This design comes from an exercise in tuning for small area and a short achievable clock period on the open sky130 flow, not from production work. Function was not checked in any run shown here: the RTL went through the layout flow alone.

## flow/design.v (module list and top-level ports; edited modules follow where they fit)
// module MrSimSimulation: 958 lines
// module kmfa: 4 lines
module MrSimSimulation(input clk, input reset,
    input [63:0] io_enq_dat,
    input  io_enq_val,
    output io_enq_rdy,
    output[63:0] io_deq_dat,
    output io_deq_val,
    input  io_deq_rdy
);
  // ...
==> flow/flow/run.sh <==
#!/bin/bash
# Standard synthesis, then the standard layout with the resizer aiming for a setup slack margin,
# small port buffers and a smaller clock tree.
set -euo pipefail
bash standard.sh synth > synth.log 2>&1
bash standard.sh SETUP_SLACK_MARGIN=12.4 BUFFER_PORTS_ARGS='-buffer_cell sky130_fd_sc_hd__buf_1' 'CTS_ARGS=-sink_clustering_enable -repair_clock_nets -dont_use_dummy_load -buf_list sky130_fd_sc_hd__clkbuf_16 -sink_clustering_size 30 -sink_clustering_max_diameter 100' finish > layout.log 2>&1
==> flow/standard.sh <==
#!/bin/bash
# synth_recipe.tcl (not shown) runs the flow's synth.tcl, then flattens the netlist and writes it again
# the make line also repeats each setting of config.mk as NAME=value (left out here)
make -C /OpenROAD-flow-scripts/flow DESIGN_CONFIG=/design/flow/config.mk WORK_HOME=/design/flow/orfs CLKGATE_MAP_FILE= SYNTH_SCRIPT=/design/flow/synth_recipe.tcl "${@:-finish}"
==> flow/config.mk <==
export PLATFORM = sky130hd
export DESIGN_NAME = MrSimSimulation
export DESIGN_NICKNAME = MrSimSimulation
export VERILOG_FILES = /design/flow/design.v
export SDC_FILE = /design/flow/constraint.sdc
export NUM_CORES = 4
export LEC_CHECK = 0
export CAP_MARGIN = 20
export CORE_MARGIN = 2
export CORE_UTILIZATION = 40
export PLACE_DENSITY = 0.6
export SLEW_MARGIN = 20
export SYNTH_HIERARCHICAL = 1
export SYNTH_MINIMUM_KEEP_SIZE = 0
==> flow/constraint.sdc <==
create_clock -name core_clock -period 17.0 [get_ports {clk}]
set_input_delay 3.4000 -clock core_clock [delete_from_list [all_inputs] [get_ports {clk}]]
set_output_delay 3.4000 -clock core_clock [all_outputs]
set_load 0.01 [all_outputs]
==> results_dict.tcl, run 1 <==
set metrics [dict create \
    viasPerCell 4.88 \
    dpl.hpwl_mm 27.8 \
    fmax_mhz 220 \
    ys_ff_latch 195 \
    portBuffers 86 \
    grt_max_degree 24 \
    layout.cells.most_common "fa_1" \
    tightest_slew_ps 1100 \
    seq_cells 195 \
    postSynthCellCount 1320 \
    yosys.area_share.simple 0.131 \
    max_slew_margin 0.269 \
    outcome "timing/DRC/antenna clean" \
    met1_usage 0.250 \
    worstHoldEndpoint "p2[8]" \
    hold_viol 0 \
    signal_buffers 96 \
    die_h_um 199 \
    critical_path_class "input port to flip-flop" \
    initial_utilization 0.404 \
    taps 511 \
    yosys_most_used_dff "dfxtp_1" \
    clock_tree_area_fraction 0.0249 \
    die_w_um 199 \
    rr_endpoint "e1[7]" \
    cp.buffers_inverters 2 \
]
==> run 2, diff against run 1 <==
--- a/flow/design.v
+++ b/flow/design.v
@@ -4,17 +4,17 @@
     output io_enq_rdy,
     output[63:0] io_deq_dat,
     output io_deq_val,
     input  io_deq_rdy
 );
   reg [8:0] df0, df1, df2, df3, df4, df5;
   reg [15:0] p1, p2;
   reg v1, v2, v3;
-  reg [8:0] e0, e1, e2;    
+  reg [4:0] e0, e1, e2;    
   reg l20, l21, l10;           
   wire [7:0] px = io_enq_dat[55:48];
   wire [7:0] py = io_enq_dat[63:56];
   wire [8:0] dn0 = {1'b0, io_enq_dat[7:0]} - {1'b0, px};
   wire [8:0] dn1 = {1'b0, io_enq_dat[15:8]} - {1'b0, py};
   wire [8:0] dn2 = {1'b0, io_enq_dat[23:16]} - {1'b0, px};
   wire [8:0] dn3 = {1'b0, io_enq_dat[31:24]} - {1'b0, py};
   wire [8:0] dn4 = {1'b0, io_enq_dat[39:32]} - {1'b0, px};
@@ -732,197 +732,197 @@
   wire ll20_g4 = dist0[4] & ~dist2[4];
   wire ll20_p4 = dist0[4] | ~dist2[4];
   wire ll20_g5 = dist0[5] & ~dist2[5];
   wire ll20_p5 = dist0[5] | ~dist2[5];
   wire ll20_g6 = dist0[6] & ~dist2[6];
   wire ll20_p6 = dist0[6] | ~dist2[6];
   wire ll20_g7 = dist0[7] & ~dist2[7];
   wire ll20_p7 = dist0[7] | ~dist2[7];
+  wire ll20_g8 = dist0[8] & ~dist2[8];
+  wire ll20_p8 = dist0[8] | ~dist2[8];
+  wire ll20_g9 = dist0[9] & ~dist2[9];
+  wire ll20_p9 = dist0[9] | ~dist2[9];
+  wire ll20_g10 = dist0[10] & ~dist2[10];
+  wire ll20_p10 = dist0[10] | ~dist2[10];
+  wire ll20_g11 = dist0[11] & ~dist2[11];
+  wire ll20_p11 = dist0[11] | ~dist2[11];
   wire ll20_G607 = ll20_g1 | (ll20_p1 & ll20_g0);
   wire ll20_P608 = ll20_p1 & ll20_p0;
   wire ll20_G609 = ll20_g3 | (ll20_p3 & ll20_g2);
   wire ll20_P610 = ll20_p3 & ll20_p2;
   wire ll20_G611 = ll20_g5 | (ll20_p5 & ll20_g4);
   wire ll20_P612 = ll20_p5 & ll20_p4;
   wire ll20_G613 = ll20_g7 | (ll20_p7 & ll20_g6);
   wire ll20_P614 = ll20_p7 & ll20_p6;
-  wire ll20_G615 = ll20_G609 | (ll20_P610 & ll20_G607);
-  wire ll20_P616 = ll20_P610 & ll20_P608;
-  wire ll20_G617 = ll20_G613 | (ll20_P614 & ll20_G611);
-  wire ll20_P618 = ll20_P614 & ll20_P612;
-  wire ll20_G619 = ll20_G617 | (ll20_P618 & ll20_G615);
-  wire ll20_P620 = ll20_P618 & ll20_P616;
-  wire ll20 = ll20_G619 | ll20_P620;
+  wire ll20_G615 = ll20_g9 | (ll20_p9 & ll20_g8);
+  wire ll20_P616 = ll20_p9 & ll20_p8;
+  wire ll20_G617 = ll20_g11 | (ll20_p11 & ll20_g10);
+  wire ll20_P618 = ll20_p11 & ll20_p10;
+  wire ll20_G619 = ll20_G609 | (ll20_P610 & ll20_G607);
+  wire ll20_P620 = ll20_P610 & ll20_P608;
+  wire ll20_G621 = ll20_G613 | (ll20_P614 & ll20_G611);
+  wire ll20_P622 = ll20_P614 & ll20_P612;
+  wire ll20_G623 = ll20_G617 | (ll20_P618 & ll20_G615);
+  wire ll20_P624 = ll20_P618 & ll20_P616;
+  wire ll20_G625 = ll20_G621 | (ll20_P622 & ll20_G619);
+  wire ll20_P626 = ll20_P622 & ll20_P620;
+  wire ll20_G627 = ll20_G623 | (ll20_P624 & ll20_G625);
+  wire ll20_P628 = ll20_P624 & ll20_P626;
+  wire ll20 = ll20_G627 | ll20_P628;
   wire ll21_g0 = dist1[0] & ~dist2[0];
   wire ll21_p0 = dist1[0] | ~dist2[0];
   wire ll21_g1 = dist1[1] & ~dist2[1];
   wire ll21_p1 = dist1[1] | ~dist2[1];
   wire ll21_g2 = dist1[2] & ~dist2[2];
   wire ll21_p2 = dist1[2] | ~dist2[2];
   wire ll21_g3 = dist1[3] & ~dist2[3];
   wire ll21_p3 = dist1[3] | ~dist2[3];
   wire ll21_g4 = dist1[4] & ~dist2[4];
   wire ll21_p4 = dist1[4] | ~dist2[4];
   wire ll21_g5 = dist1[5] & ~dist2[5];
   wire ll21_p5 = dist1[5] | ~dist2[5];
   wire ll21_g6 = dist1[6] & ~dist2[6];
   wire ll21_p6 = dist1[6] | ~dist2[6];
   wire ll21_g7 = dist1[7] & ~dist2[7];
   wire ll21_p7 = dist1[7] | ~dist2[7];
-  wire ll21_G621 = ll21_g1 | (ll21_p1 & ll21_g0);
-  wire ll21_P622 = ll21_p1 & ll21_p0;
-  wire ll21_G623 = ll21_g3 | (ll21_p3 & ll21_g2);
-  wire ll21_P624 = ll21_p3 & ll21_p2;
-  wire ll21_G625 = ll21_g5 | (ll21_p5 & ll21_g4);
-  wire ll21_P626 = ll21_p5 & ll21_p4;
-  wire ll21_G627 = ll21_g7 | (ll21_p7 & ll21_g6);
-  wire ll21_P628 = ll21_p7 & ll21_p6;
-  wire ll21_G629 = ll21_G623 | (ll21_P624 & ll21_G621);
-  wire ll21_P630 = ll21_P624 & ll21_P622;
-  wire ll21_G631 = ll21_G627 | (ll21_P628 & ll21_G625);
-  wire ll21_P632 = ll21_P628 & ll21_P626;
-  wire ll21_G633 = ll21_G631 | (ll21_P632 & ll21_G629);
-  wire ll21_P634 = ll21_P632 & ll21_P630;
-  wire ll21 = ll21_G633 | ll21_P634;
+  wire ll21_g8 = dist1[8] & ~dist2[8];
+  wire ll21_p8 = dist1[8] | ~dist2[8];
+  wire ll21_g9 = dist1[9] & ~dist2[9];
+  wire ll21_p9 = dist1[9] | ~dist2[9];
+  wire ll21_g10 = dist1[10] & ~dist2[10];
+  wire ll21_p10 = dist1[10] | ~dist2[10];
+  wire ll21_g11 = dist1[11] & ~dist2[11];
+  wire ll21_p11 = dist1[11] | ~dist2[11];
+  wire ll21_G629 = ll21_g1 | (ll21_p1 & ll21_g0);
+  wire ll21_P630 = ll21_p1 & ll21_p0;
+  wire ll21_G631 = ll21_g3 | (ll21_p3 & ll21_g2);
+  wire ll21_P632 = ll21_p3 & ll21_p2;
+  wire ll21_G633 = ll21_g5 | (ll21_p5 & ll21_g4);
+  wire ll21_P634 = ll21_p5 & ll21_p4;
+  wire ll21_G635 = ll21_g7 | (ll21_p7 & ll21_g6);
+  wire ll21_P636 = ll21_p7 & ll21_p6;
+  wire ll21_G637 = ll21_g9 | (ll21_p9 & ll21_g8);
+  wire ll21_P638 = ll21_p9 & ll21_p8;
+  wire ll21_G639 = ll21_g11 | (ll21_p11 & ll21_g10);
+  wire ll21_P640 = ll21_p11 & ll21_p10;
+  wire ll21_G641 = ll21_G631 | (ll21_P632 & ll21_G629);
+  wire ll21_P642 = ll21_P632 & ll21_P630;
+  wire ll21_G643 = ll21_G635 | (ll21_P636 & ll21_G633);
+  wire ll21_P644 = ll21_P636 & ll21_P634;
+  wire ll21_G645 = ll21_G639 | (ll21_P640 & ll21_G637);
+  wire ll21_P646 = ll21_P640 & ll21_P638;
+  wire ll21_G647 = ll21_G643 | (ll21_P644 & ll21_G641);
+  wire ll21_P648 = ll21_P644 & ll21_P642;
+  wire ll21_G649 = ll21_G645 | (ll21_P646 & ll21_G647);
+  wire ll21_P650 = ll21_P646 & ll21_P648;
+  wire ll21 = ll21_G649 | ll21_P650;
   wire ll10_g0 = dist0[0] & ~dist1[0];
   wire ll10_p0 = dist0[0] | ~dist1[0];
   wire ll10_g1 = dist0[1] & ~dist1[1];
   wire ll10_p1 = dist0[1] | ~dist1[1];
   wire ll10_g2 = dist0[2] & ~dist1[2];
   wire ll10_p2 = dist0[2] | ~dist1[2];
   wire ll10_g3 = dist0[3] & ~dist1[3];
   wire ll10_p3 = dist0[3] | ~dist1[3];
   wire ll10_g4 = dist0[4] & ~dist1[4];
   wire ll10_p4 = dist0[4] | ~dist1[4];
   wire ll10_g5 = dist0[5] & ~dist1[5];
   wire ll10_p5 = dist0[5] | ~dist1[5];
   wire ll10_g6 = dist0[6] & ~dist1[6];
   wire ll10_p6 = dist0[6] | ~dist1[6];
   wire ll10_g7 = dist0[7] & ~dist1[7];
   wire ll10_p7 = dist0[7] | ~dist1[7];
-  wire ll10_G635 = ll10_g1 | (ll10_p1 & ll10_g0);
-  wire ll10_P636 = ll10_p1 & ll10_p0;
-  wire ll10_G637 = ll10_g3 | (ll10_p3 & ll10_g2);
-  wire ll10_P638 = ll10_p3 & ll10_p2;
-  wire ll10_G639 = ll10_g5 | (ll10_p5 & ll10_g4);
-  wire ll10_P640 = ll10_p5 & ll10_p4;
-  wire ll10_G641 = ll10_g7 | (ll10_p7 & ll10_g6);
-  wire ll10_P642 = ll10_p7 & ll10_p6;
-  wire ll10_G643 = ll10_G637 | (ll10_P638 & ll10_G635);
-  wire ll10_P644 = ll10_P638 & ll10_P636;
-  wire ll10_G645 = ll10_G641 | (ll10_P642 & ll10_G639);
-  wire ll10_P646 = ll10_P642 & ll10_P640;
-  wire ll10_G647 = ll10_G645 | (ll10_P646 & ll10_G643);
-  wire ll10_P648 = ll10_P646 & ll10_P644;
-  wire ll10 = ll10_G647 | ll10_P648;
+  wire ll10_g8 = dist0[8] & ~dist1[8];
+  wire ll10_p8 = dist0[8] | ~dist1[8];
+  wire ll10_g9 = dist0[9] & ~dist1[9];
+  wire ll10_p9 = dist0[9] | ~dist1[9];
+  wire ll10_g10 = dist0[10] & ~dist1[10];
+  wire ll10_p10 = dist0[10] | ~dist1[10];
+  wire ll10_g11 = dist0[11] & ~dist1[11];
+  wire ll10_p11 = dist0[11] | ~dist1[11];
+  wire ll10_G651 = ll10_g1 | (ll10_p1 & ll10_g0);
+  wire ll10_P652 = ll10_p1 & ll10_p0;
+  wire ll10_G653 = ll10_g3 | (ll10_p3 & ll10_g2);
+  wire ll10_P654 = ll10_p3 & ll10_p2;
+  wire ll10_G655 = ll10_g5 | (ll10_p5 & ll10_g4);
+  wire ll10_P656 = ll10_p5 & ll10_p4;
+  wire ll10_G657 = ll10_g7 | (ll10_p7 & ll10_g6);
+  wire ll10_P658 = ll10_p7 & ll10_p6;
+  wire ll10_G659 = ll10_g9 | (ll10_p9 & ll10_g8);
+  wire ll10_P660 = ll10_p9 & ll10_p8;
+  wire ll10_G661 = ll10_g11 | (ll10_p11 & ll10_g10);
+  wire ll10_P662 = ll10_p11 & ll10_p10;
+  wire ll10_G663 = ll10_G653 | (ll10_P654 & ll10_G651);
+  wire ll10_P664 = ll10_P654 & ll10_P652;
+  wire ll10_G665 = ll10_G657 | (ll10_P658 & ll10_G655);
+  wire ll10_P666 = ll10_P658 & ll10_P656;
+  wire ll10_G667 = ll10_G661 | (ll10_P662 & ll10_G659);
+  wire ll10_P668 = ll10_P662 & ll10_P660;
+  wire ll10_G669 = ll10_G665 | (ll10_P666 & ll10_G663);
+  wire ll10_P670 = ll10_P666 & ll10_P664;
+  wire ll10_G671 = ll10_G667 | (ll10_P668 & ll10_G669);
+  wire ll10_P672 = ll10_P668 & ll10_P670;
+  wire ll10 = ll10_G671 | ll10_P672;
   wire le20_g0 = e0[0] & ~e2[0];
   wire le20_p0 = e0[0] | ~e2[0];
   wire le20_g1 = e0[1] & ~e2[1];
   wire le20_p1 = e0[1] | ~e2[1];
   wire le20_g2 = e0[2] & ~e2[2];
   wire le20_p2 = e0[2] | ~e2[2];
   wire le20_g3 = e0[3] & ~e2[3];
   wire le20_p3 = e0[3] | ~e2[3];
   wire le20_g4 = e0[4] & ~e2[4];
   wire le20_p4 = e0[4] | ~e2[4];
-  wire le20_g5 = e0[5] & ~e2[5];
-  wire le20_p5 = e0[5] | ~e2[5];
-  wire le20_g6 = e0[6] & ~e2[6];
-  wire le20_p6 = e0[6] | ~e2[6];
-  wire le20_g7 = e0[7] & ~e2[7];
-  wire le20_p7 = e0[7] | ~e2[7];
-  wire le20_g8 = e0[8] & ~e2[8];
-  wire le20_p8 = e0[8] | ~e2[8];
-  wire le20_G649 = le20_g1 | (le20_p1 & le20_g0);
-  wire le20_P650 = le20_p1 & le20_p0;
-  wire le20_G651 = le20_g3 | (le20_p3 & le20_g2);
-  wire le20_P652 = le20_p3 & le20_p2;
-  wire le20_G653 = le20_g5 | (le20_p5 & le20_g4);
-  wire le20_P654 = le20_p5 & le20_p4;
-  wire le20_G655 = le20_g7 | (le20_p7 & le20_g6);
-  wire le20_P656 = le20_p7 & le20_p6;
-  wire le20_G657 = le20_G651 | (le20_P652 & le20_G649);
-  wire le20_P658 = le20_P652 & le20_P650;
-  wire le20_G659 = le20_G655 | (le20_P656 & le20_G653);
-  wire le20_P660 = le20_P656 & le20_P654;
-  wire le20_G661 = le20_G659 | (le20_P660 & le20_G657);
-  wire le20_P662 = le20_P660 & le20_P658;
-  wire le20_G663 = le20_g8 | (le20_p8 & le20_G661);
-  wire le20_P664 = le20_p8 & le20_P662;
-  wire le20 = le20_G663 | (le20_P664 & l20);
+  wire le20_G673 = le20_g1 | (le20_p1 & le20_g0);
+  wire le20_P674 = le20_p1 & le20_p0;
+  wire le20_G675 = le20_g3 | (le20_p3 & le20_g2);
+  wire le20_P676 = le20_p3 & le20_p2;
+  wire le20_G677 = le20_G675 | (le20_P676 & le20_G673);
+  wire le20_P678 = le20_P676 & le20_P674;
+  wire le20_G679 = le20_g4 | (le20_p4 & le20_G677);
+  wire le20_P680 = le20_p4 & le20_P678;
+  wire le20 = le20_G679 | (le20_P680 & l20);
   wire le21_g0 = e1[0] & ~e2[0];
   wire le21_p0 = e1[0] | ~e2[0];
   wire le21_g1 = e1[1] & ~e2[1];
   wire le21_p1 = e1[1] | ~e2[1];
   wire le21_g2 = e1[2] & ~e2[2];
   wire le21_p2 = e1[2] | ~e2[2];
   wire le21_g3 = e1[3] & ~e2[3];
   wire le21_p3 = e1[3] | ~e2[3];
   wire le21_g4 = e1[4] & ~e2[4];
   wire le21_p4 = e1[4] | ~e2[4];
-  wire le21_g5 = e1[5] & ~e2[5];
-  wire le21_p5 = e1[5] | ~e2[5];
-  wire le21_g6 = e1[6] & ~e2[6];
-  wire le21_p6 = e1[6] | ~e2[6];
-  wire le21_g7 = e1[7] & ~e2[7];
-  wire le21_p7 = e1[7] | ~e2[7];
-  wire le21_g8 = e1[8] & ~e2[8];
-  wire le21_p8 = e1[8] | ~e2[8];
-  wire le21_G665 = le21_g1 | (le21_p1 & le21_g0);
-  wire le21_P666 = le21_p1 & le21_p0;
-  wire le21_G667 = le21_g3 | (le21_p3 & le21_g2);
-  wire le21_P668 = le21_p3 & le21_p2;
-  wire le21_G669 = le21_g5 | (le21_p5 & le21_g4);
-  wire le21_P670 = le21_p5 & le21_p4;
-  wire le21_G671 = le21_g7 | (le21_p7 & le21_g6);
-  wire le21_P672 = le21_p7 & le21_p6;
-  wire le21_G673 = le21_G667 | (le21_P668 & le21_G665);
-  wire le21_P674 = le21_P668 & le21_P666;
-  wire le21_G675 = le21_G671 | (le21_P672 & le21_G669);
-  wire le21_P676 = le21_P672 & le21_P670;
-  wire le21_G677 = le21_G675 | (le21_P676 & le21_G673);
-  wire le21_P678 = le21_P676 & le21_P674;
-  wire le21_G679 = le21_g8 | (le21_p8 & le21_G677);
-  wire le21_P680 = le21_p8 & le21_P678;
-  wire le21 = le21_G679 | (le21_P680 & l21);
+  wire le21_G681 = le21_g1 | (le21_p1 & le21_g0);
+  wire le21_P682 = le21_p1 & le21_p0;
+  wire le21_G683 = le21_g3 | (le21_p3 & le21_g2);
+  wire le21_P684 = le21_p3 & le21_p2;
+  wire le21_G685 = le21_G683 | (le21_P684 & le21_G681);
+  wire le21_P686 = le21_P684 & le21_P682;
+  wire le21_G687 = le21_g4 | (le21_p4 & le21_G685);
+  wire le21_P688 = le21_p4 & le21_P686;
+  wire le21 = le21_G687 | (le21_P688 & l21);
   wire le10_g0 = e0[0] & ~e1[0];
   wire le10_p0 = e0[0] | ~e1[0];
   wire le10_g1 = e0[1] & ~e1[1];
   wire le10_p1 = e0[1] | ~e1[1];
   wire le10_g2 = e0[2] & ~e1[2];
   wire le10_p2 = e0[2] | ~e1[2];
   wire le10_g3 = e0[3] & ~e1[3];
   wire le10_p3 = e0[3] | ~e1[3];
   wire le10_g4 = e0[4] & ~e1[4];
   wire le10_p4 = e0[4] | ~e1[4];
-  wire le10_g5 = e0[5] & ~e1[5];
-  wire le10_p5 = e0[5] | ~e1[5];
-  wire le10_g6 = e0[6] & ~e1[6];
-  wire le10_p6 = e0[6] | ~e1[6];
-  wire le10_g7 = e0[7] & ~e1[7];
-  wire le10_p7 = e0[7] | ~e1[7];
-  wire le10_g8 = e0[8] & ~e1[8];
-  wire le10_p8 = e0[8] | ~e1[8];
-  wire le10_G681 = le10_g1 | (le10_p1 & le10_g0);
-  wire le10_P682 = le10_p1 & le10_p0;
-  wire le10_G683 = le10_g3 | (le10_p3 & le10_g2);
-  wire le10_P684 = le10_p3 & le10_p2;
-  wire le10_G685 = le10_g5 | (le10_p5 & le10_g4);
-  wire le10_P686 = le10_p5 & le10_p4;
-  wire le10_G687 = le10_g7 | (le10_p7 & le10_g6);
-  wire le10_P688 = le10_p7 & le10_p6;
-  wire le10_G689 = le10_G683 | (le10_P684 & le10_G681);
-  wire le10_P690 = le10_P684 & le10_P682;
-  wire le10_G691 = le10_G687 | (le10_P688 & le10_G685);
-  wire le10_P692 = le10_P688 & le10_P686;
+  wire le10_G689 = le10_g1 | (le10_p1 & le10_g0);
+  wire le10_P690 = le10_p1 & le10_p0;
+  wire le10_G691 = le10_g3 | (le10_p3 & le10_g2);
+  wire le10_P692 = le10_p3 & le10_p2;
   wire le10_G693 = le10_G691 | (le10_P692 & le10_G689);
   wire le10_P694 = le10_P692 & le10_P690;
-  wire le10_G695 = le10_g8 | (le10_p8 & le10_G693);
-  wire le10_P696 = le10_p8 & le10_P694;
+  wire le10_G695 = le10_g4 | (le10_p4 & le10_G693);
+  wire le10_P696 = le10_p4 & le10_P694;
   wire le10 = le10_G695 | (le10_P696 & l10);
   wire [1:0] cls = (le20 & le21) ? 2'd2 : le10 ? 2'd1 : 2'd0;
   reg [17:0] q0, q1, q2, q3;
   reg [3:0] f;
   wire enq = v3 & ~f[3];
   wire [3:0] g1 = {1'b0, f[3:1]};
   wire [3:0] fn0 = f | ({4{enq}} & ~f & {f[2:0], 1'b1});
   wire [3:0] fn1 = g1 | ({4{enq}} & ~g1 & {g1[2:0], 1'b1});
@@ -932,17 +932,17 @@
   wire [17:0] n0 = ws1[0] ? din : q1, h0 = ws0[0] ? din : q0;
   wire [17:0] n1 = ws1[1] ? din : q2, h1 = ws0[1] ? din : q1;
   wire [17:0] n2 = ws1[2] ? din : q3, h2 = ws0[2] ? din : q2;
   wire [17:0] n3 = din,               h3 = ws0[3] ? din : q3;
   wire deq = io_deq_rdy & f[0];
   always @(posedge clk) begin
     df0 <= dn0; df1 <= dn1; df2 <= dn2; df3 <= dn3; df4 <= dn4; df5 <= dn5;
     p1 <= io_enq_dat[63:48];
-    e0 <= dist0[16:8]; e1 <= dist1[16:8]; e2 <= dist2[16:8];
+    e0 <= dist0[16:12]; e1 <= dist1[16:12]; e2 <= dist2[16:12];
     l20 <= ll20; l21 <= ll21; l10 <= ll10;
     p2 <= p1;
     if (reset) begin
       v1 <= 1'b0; v2 <= 1'b0; v3 <= 1'b0;
       f <= 4'd0;
     end else begin
       v1 <= io_enq_val; v2 <= v1; v3 <= v2;
       f <= deq ? fn1 : fn0;
==> results_dict.tcl, run 2 <==
set metrics [dict create \
    async_flop_share 0 \
    fillers 3480 \
    dp_cells 1907 \
    clk_pin_slew_ps 70 \
    grt_setup_unrepaired "true" \
    drive_gt1_frac 0.172 \
    synth_area_um2 15100 \
    antenna_found_initial 7 \
    slowest_stage "fa_2" \
    rr_endpoint "l10" \
    hold_viol 0 \
    path_max_fanout 2 \
    final_max_slew_viol_count 0 \
    r2r_cells 13 \
    area_delta_synth_final_pct 13.8 \
    critPathMostFrequentCell "o21ai_1" \
    grt_pass1_wl_mm 54.3 \
    core_um2 37400 \
    overflow 0 \
    instances_no_fill 1963 \
    setup.worst_path.start_class "input port" \
    final_cell_area_um2 17100 \
    cts_tree "yes" \
    grt_pass1_vias 10044 \
    cpPeakStageDelay_ps 390 \
    grt_max_degree 20 \
    worstHoldStart "p1[15]" \
    hold_class "flip-flop to flip-flop" \
    dr.first_iter.drc_count 400 \
    ys_warn_count 7 \
    cts_max_level 4 \
    synth_top_area_frac 0.259 \
    initial_utilization 0.402 \
    ant_nets 0 \
    drtPass1Iterations 5 \
    yosysSeqAreaShare 0.291 \
    ys_ff_latch 183 \
    dpl-instance-area_um2 16000 \
    routed_wirelength_mm 34.8 \
    portBuffers 86 \
    outcome "timing/DRC/antenna clean" \
    worst_ep_required_time_ps 17340 \
    final_cell_mix "fa_1, and2_1, inv_1, ha_1, buf_1" \
    synth_cell_types 58 \
    die_area_um2 39200 \
    die_h_um 198 \
    synth_edf_count 72 \
    timing.setup.tns_ps 0 \
    cts_hold_buf 0 \
    io_pins 134 \
    clock_skew_ps 17.1 \
    synth_commonest_cells "fa_1, and2_1, ha_1" \
    max_slew_margin 0.374 \
    die_w_um 198 \
    worst_setup_path_end_kind "flip-flop" \
    setup_ws_ps 12420 \
    timing.hold.ws_ps 322 \
    cts_buffer_depth 2 \
    dpl.hpwl_mm 28.0 \
    synth_area_leaders "fa_1, dfxtp_1, edfxtp_1, ha_1, and2_1" \
    path_cells "buf_4, inv_8, ha_4, fa_2, nor2b_1, o21ai_1, a21boi_1, o21ai_1, nand2b_1, xor2_1" \
    place_ws_ps 11830 \
    synth_area_per_cell_um2 11.4 \
    routedWlPerCell_um 17.7 \
    nets 1831 \
    yosys.area.top_type "fa_1" \
    drv_cap 0 \
    layout.area.seq_um2 4520 \
    worstHoldEndpoint "p2[15]" \
    clock_latency_ps 430 \
    fmax_mhz 219 \
    setup_viol 0 \
    yosys_most_used_dff "dfxtp_1" \
    fin_crit_sh 0.269 \
    worst-r2r-setup-slack_ps 12460 \
    place_congestion 0.827 \
    rows 71 \
    fin_util 0.458 \
    grtUsageTotal 0.183 \
    route.vias.total 9682 \
    critical_path_class "input port to flip-flop" \
    cts_root_buf "clkbuf_16" \
    postSynthCellCount 1318 \
    layout.cells.most_common "fa_1" \
    cts_buffers 17 \
    yosysMostFrequentCell "fa_1" \
    cts_sinks 183 \
    tightest_slew_ps 937 \
    rr_startpoint "df0[3]" \
    antenna_cells 0 \
    crit_arrival_ps 4920 \
    period_needed_ps 4580 \
    whs_path_depth 0 \
    drc 0 \
    multi_input_area_um2 10400 \
    viasPerCell 4.93 \
]
==> run 2: cell type report <==
cell class	count	share of cell area
tap	511	0.0373
sequential	183	0.264
multi-input combinational	1015	0.608
timing repair buffer	125	0.0392
clock buffer	17	0.0248
inverter	112	0.0272
==> run 2: how the worst max path moves through the flow <==
stage | to | slack, ps | depth (start not counted) | start
5_1_grt | l10 | 12320 | 13 | df1[1]
3_5_place_dp | df3[5] | 11830 | 9 | io_enq_dat[57]
2_1_floorplan | df1[8] | 12280 | 9 | io_enq_dat[8]
6_report | df5[6] | 12420 | 10 | io_enq_dat[40]
4_1_cts | l10 | 12290 | 14 | df2[7]
3_3_place_gp | df0[5] | 11860 | 9 | io_enq_dat[49]
==> run 2: what timing repair did <==
item	in CTS	in global routing
gates resized for setup	82	86
pin swaps	6	47
setup buffers	5	34
endpoints found under the setup margin	33	65
==> run 2: per-layer routing <==
layer  global-route usage  part of all wire  vias up
met2                0.300              0.49      179
met5                    0                 0        -
met1                0.250              0.46     4885
met3               0.0315             0.039       34
li1                     -                 -     4584
met4               0.0524             0.019        0
==> run 2: cell families after synthesis <==
kind of cell             after synthesis  share of synthesized area
AND/OR/NAND/NOR                      365                      0.137
adder cells (fa/ha/maj)              328                      0.367
flip-flops                           183                      0.291
buffers and inverters                165                     0.0534
AO/OA/AOI/OAI                        160                     0.0742
XOR/XNOR                              59                     0.0348
multiplexers                          56                     0.0417
other                                  2                   0.000499
==> run 2: per-module statistics from Yosys (local to each module, per instance) <==
| module | area, um2 | cells inside | flip-flops and latches |
|---|---|---|---|
| MrSimSimulation | 11700 | 1150 | 183 |
| kmfa | 20.0 | 1 | 0 |
==> run 2: worst max-delay path: cells and delay by family <==
family,cells,cell delay (ps)
AND/OR/NAND/NOR,2,260
XOR/XNOR,1,180
adder cells (fa/ha/maj),2,540
buffers and inverters,2,140
AO/OA/AOI/OAI,3,390

separate check: timing with driven ports:
The results above use ideal ports. As a check the final layouts listed here were re-extracted and re-timed, cells and wires unchanged. Step 1 sets driving cells, clkbuf_16 on the clock port and buf_2 on the other inputs (assumed; they add their load-dependent delay and slew). Step 2 times the ports against the registers' clock, not the clock port: input delays grow and output delays shrink by t, the midpoint of the rising clock arrivals with the driver on. a / b / c = ideal / step 1 / step 2; a / b = the first two.
run	shift t [ns]	setup WS [ns]	slew at the worst register clock pin (ns)	worst slew at a driven data input, ns	cell pins on the clock port's net
run 1	0.481	12.456 / 12.469 / 11.998	0.08 / 0.08	0.08	1
run 2	0.470	12.424 / 12.444 / 11.975	0.07 / 0.07	0.10	1
After both steps every run listed still meets setup and hold. The setup slack of run 1, which loses most, moves by +0.013 ns with the drivers and by -0.458 ns with both steps.
